From an optimization exercise on the open Yosys and OpenROAD flow, aimed at small area; shortcuts taken in it are not production practice. Function was checked by simulation only, so behaviour that the tests miss may differ from the original.

==> inputs of ember <==
==> flow/design.v <==
module top (
    input CLK,
    input RST,
    input IRDA,
    output DS_EN1, DS_EN2, DS_EN3, DS_EN4,
    output DS_A, DS_B, DS_C, DS_D, DS_E, DS_F, DS_G,
    output TXD
);
reg [11:0] dl;
reg [1:0] dj;
wire [11:0] dv = dl ^ 12'haaa;                  
wire dl_z = ~|dv[10:0];
wire dl_end = dv[11] & dl_z;
always @(posedge CLK) begin
    if (RST)
        dl <= 12'haaa;
    else
        dl <= {~dl[10:0], dv[11] ^ dv[5] ^ dv[3] ^ dv[0] ^ dl_z};
    if (RST)
        dj <= 2'b00;
    else if (dl_end)
        dj <= {dj[0], ~dj[1]};
end
assign DS_EN4 = ~(dj == 2'b00);
assign DS_EN3 = ~(dj == 2'b01);
assign DS_EN2 = ~(dj == 2'b11);
assign DS_EN1 = ~(dj == 2'b10);
assign {DS_A, DS_B, DS_C, DS_D, DS_E, DS_F, DS_G} = 7'b1111110;
reg ir_in, pulse;
always @(posedge CLK)
    if (RST) begin
        ir_in <= 1'b0;
        pulse <= 1'b0;
    end else begin
        ir_in <= ~IRDA;
        pulse <= ir_in;
    end
wire ir_edge = ir_in ^ pulse;
reg [2:0] char_cnt;
wire load, adv;
reg [5:0]  cr;
reg [3:0]  cl;                  
reg [10:0] cu;                  
reg [3:0]  dl4;                 
wire cr_last = ~cr[5] & cr[4] & ~cr[1] & cr[0];
wire cr_25   = cr[4] & ~cr[3] & ~cr[1];
wire wrap = cr_25 &                                     
            cu[10] & cu[8] & cu[4] & cu[3] & cu[2] & cu[1] &
            cl[3] & cl[1] & cl[0];
wire cr_clr = RST | ir_edge | wrap | cr_last;
always @(posedge CLK)
    if (cr_clr)
        cr <= 6'b101010;
    else
        cr <= {~cr[4:0], cr[5] ^ cr[0]};
wire win = (char_cnt != 3'd0) & (~char_cnt[2] | (char_cnt[1:0] == 2'd0));
wire cl_clr = RST | ir_edge | wrap;
always @(posedge CLK)
    if (cl_clr)
        cl <= 4'd0;
    else if (cr_last)
        cl <= cl + 4'd1;
always @(posedge CLK)
    if (RST)
        cu <= 11'd0;
    else if (ir_edge) begin
        if (win | adv)
            cu <= 11'd0;
    end else if (wrap | (load & (char_cnt == 3'd4)))
        cu <= 11'd0;
    else if (cr_last & (&cl))
        cu <= cu + 11'd1;
always @(posedge CLK)
    if (ir_edge)
        dl4 <= cl;
reg [3:0] b;
reg [3:0] c;
reg [4:0] ch;
wire [6:0] data;
wire idle = ~b[3] & ~b[1] & b[0];
wire c_lo7 = c[2] & c[1] & c[0];
assign load = idle & c_lo7;                         
wire bit_end = c[3] & c[0];                       
wire start = idle & c[3];
wire msg = |char_cnt;
assign adv = load & msg;
wire [7:0] tx_bits = {1'b0, data};
assign TXD = b[3] ? tx_bits[b[2:0]] : ~b[1];
always @(posedge CLK) begin
    if (RST | bit_end | start)
        c[2:0] <= 3'd0;
    else
        c[2:0] <= c[2:0] + 3'd1;
    if (RST | bit_end | start)
        c[3] <= 1'b0;
    else
        c[3] <= c[3] | (c_lo7 & (~idle | msg));
end
always @(posedge CLK)
    if (RST)
        b <= 4'd1;
    else if (start)
        b <= 4'd7;
    else if (bit_end)
        b <= b + 4'd1;
always @(posedge CLK)
    if (RST)
        char_cnt <= 3'd0;
    else if (adv)
        char_cnt <= char_cnt + 3'd1;
    else if (ir_edge)
        char_cnt <= 3'd1;
wire [1:0] k = char_cnt[1:0];
wire [3:0] n = k == 2'd2 ? {1'b0, cu[10:8]} :
               k == 2'd3 ? cu[7:4] :
               k == 2'd0 ? cu[3:0] : dl4;
wire hex = char_cnt[2] ^ char_cnt[1];             
wire sign = ~char_cnt[2];                          
wire [4:0] nch = hex ? {1'b1, n} : {3'b000, sign, sign ? pulse : ~char_cnt[0]};
always @(posedge CLK)
    if (load)
        ch <= nch;
wire ch_hex = ch[4];
wire [3:0] cn = ch[3:0];
wire ge10 = cn[3] & (cn[2] | cn[1]);
wire ch_sign = ch[1];
wire ch_v = ch[0];
assign data[6] = ch_hex & ge10;
assign data[5] = ch_hex | ch_sign;
assign data[4] = ch_hex & ~ge10;
assign data[3] = ~ch_hex | (cn[3] & ~ge10);
assign data[2] = ch_hex ? cn[2] ^ (ge10 & ~cn[1] & ~cn[0]) : ch_v;
assign data[1] = ch_hex ? cn[1] ^ (ge10 & ~cn[0]) : ~ch_v;
assign data[0] = ch_hex ? cn[0] ^ ge10 : ch_sign | ch_v;
endmodule
==> flow/flow/run.sh <==
#!/bin/bash
# Own layout flow: the standard ORFS flow with three changes.
#  1. Synthesis: ORFS's synth.tcl without the extract_fa pass, and ABC run
#     with an area-oriented script (flow/abc.script) instead of the speed one.
#     Registers are mapped before ABC exactly as in the standard synthesis.
#  2. CTS: TritonCTS with clkbuf_4 only and no dummy loads.
#  3. Port buffers are buf_1 (the smallest buffer) instead of the resizer's pick.
# Every tool's output goes to a log file in this folder.
set -euo pipefail
W=$PWD
mkdir -p "$W/own"
sed -e '/^ *extract_fa /d' \
    -e 's|log_cmd abc {\*}\$abc_args|log_cmd abc {*}[lreplace $abc_args 1 1 $::env(OWN_ABC_SCRIPT)]|' \
    "$FLOW_HOME/scripts/synth.tcl" > "$W/own/synth_orfs.tcl"
grep -q 'OWN_ABC_SCRIPT' "$W/own/synth_orfs.tcl"
if grep -q '^ *extract_fa ' "$W/own/synth_orfs.tcl"; then exit 1; fi
export OWN_SYNTH_TCL="$W/own/synth_orfs.tcl"
export OWN_ABC_SCRIPT="$W/flow/abc.script"
make -C "$FLOW_HOME" DESIGN_CONFIG="$W/config.mk" WORK_HOME="$W/orfs" CLKGATE_MAP_FILE= \
    SYNTH_SCRIPT="$W/flow/synth.tcl" ABC_AREA=1 \
    SKIP_REPAIR_TIE_FANOUT=1 BUFFER_PORTS_ARGS="-buffer_cell sky130_fd_sc_hd__buf_1" \
    CTS_ARGS="-sink_clustering_enable -repair_clock_nets -buf_list sky130_fd_sc_hd__clkbuf_4 -dont_use_dummy_load" \
    finish > "$W/make.log" 2>&1
R="$W/orfs/results/$FLOW_PLATFORM/top/base"
: # left out here: write the final layout as DEF
==> flow/flow/abc.script <==
strash
dc2
&get -n
&st
&dch -f
&nf -a -F 20 -A 20 -E 100
&put
==> flow/flow/synth.tcl <==
proc synth {args} { yosys synth -nofsm -noshare {*}$args }
source $::env(OWN_SYNTH_TCL)
# left out here: clear keep_hierarchy, flatten, clean up, hide names made inside functions, write 1_2_yosys.v
==> flow/standard.sh <==
#!/bin/bash
# synth_recipe.tcl (not shown) runs the flow's synth.tcl, then flattens the netlist and writes it again
# the make line also repeats each setting of config.mk as NAME=value (left out here)
make -C /OpenROAD-flow-scripts/flow DESIGN_CONFIG=/design/flow/config.mk WORK_HOME=/design/flow/orfs CLKGATE_MAP_FILE= SYNTH_SCRIPT=/design/flow/synth_recipe.tcl "${@:-finish}"
==> flow/config.mk <==
export PLATFORM = sky130hd
export DESIGN_NAME = top
export DESIGN_NICKNAME = top
export VERILOG_FILES = /design/flow/design.v
export SDC_FILE = /design/flow/constraint.sdc
export NUM_CORES = 4
export LEC_CHECK = 0
export CAP_MARGIN = 20
export CORE_MARGIN = 2
export CORE_UTILIZATION = 60
export PLACE_DENSITY = 0.75
export SLEW_MARGIN = 20
==> flow/constraint.sdc <==
create_clock -name core_clock -period 20.0 [get_ports {CLK}]
set_input_delay 4.0000 -clock core_clock [delete_from_list [all_inputs] [get_ports {CLK}]]
set_output_delay 4.0000 -clock core_clock [all_outputs]
set_load 0.01 [all_outputs]
==> nickel: changes against ember <==
--- a/flow/flow/run.sh
+++ b/flow/flow/run.sh
@@ -20,3 +20,3 @@
     SYNTH_SCRIPT="$W/flow/synth.tcl" ABC_AREA=1 \
-    SKIP_REPAIR_TIE_FANOUT=1 BUFFER_PORTS_ARGS="-buffer_cell sky130_fd_sc_hd__buf_1" \
+    BUFFER_PORTS_ARGS="-buffer_cell sky130_fd_sc_hd__buf_1" \
     CTS_ARGS="-sink_clustering_enable -repair_clock_nets -buf_list sky130_fd_sc_hd__clkbuf_4 -dont_use_dummy_load" \
==> summary.txt <==
ember ran to the end with no violations. nickel finished with timing, DRC and antenna clean.
Of nickel and ember, nickel has the higher final cell count (gap about 1.6%, measured against ember).
Against ember, the global-route usage of nickel is lower by 0.69 points.
In synthesized cell count, nickel and ember do not differ.
Against nickel, the via count of ember is smaller by about 2.5%.
Clock-buffer cell count is the same in ember and nickel.
Of ember and nickel, nickel has the higher cell area (gap 0.75%, measured against nickel).
In sequential cell count, nickel and ember do not differ.
Against nickel, the routed wire length of ember is smaller by about 3%.
In register-to-register slack, nickel and ember hardly differ.

==> port drivers added, routing unchanged <==
Ports are ideal in the flow. The routed layouts listed here were re-timed in OpenROAD. Step 1 sets driving cells, clkbuf_16 on the clock port and buf_2 on the other inputs (assumed; they add their load-dependent delay and slew). Step 2 also shifts input and output timing later by t, the mid clock arrival at the registers, as if the neighbouring blocks saw the same clock. a / b / c = ideal ports / drivers / drivers and shift; a / b = the first two.
run	t, ns	slack for setup (ns)	hold slack, ns	clock arrival spread, ns	cell pins on the clock port's net
ember	0.394	13.844 / 13.818 / 14.212	0.385 / 0.385 / 0.385	0.018 / 0.019	1
nickel	0.397	13.904 / 13.882 / 14.280	0.366 / 0.366 / 0.366	0.021 / 0.021	1
After both steps setup and hold are still met in every run listed.
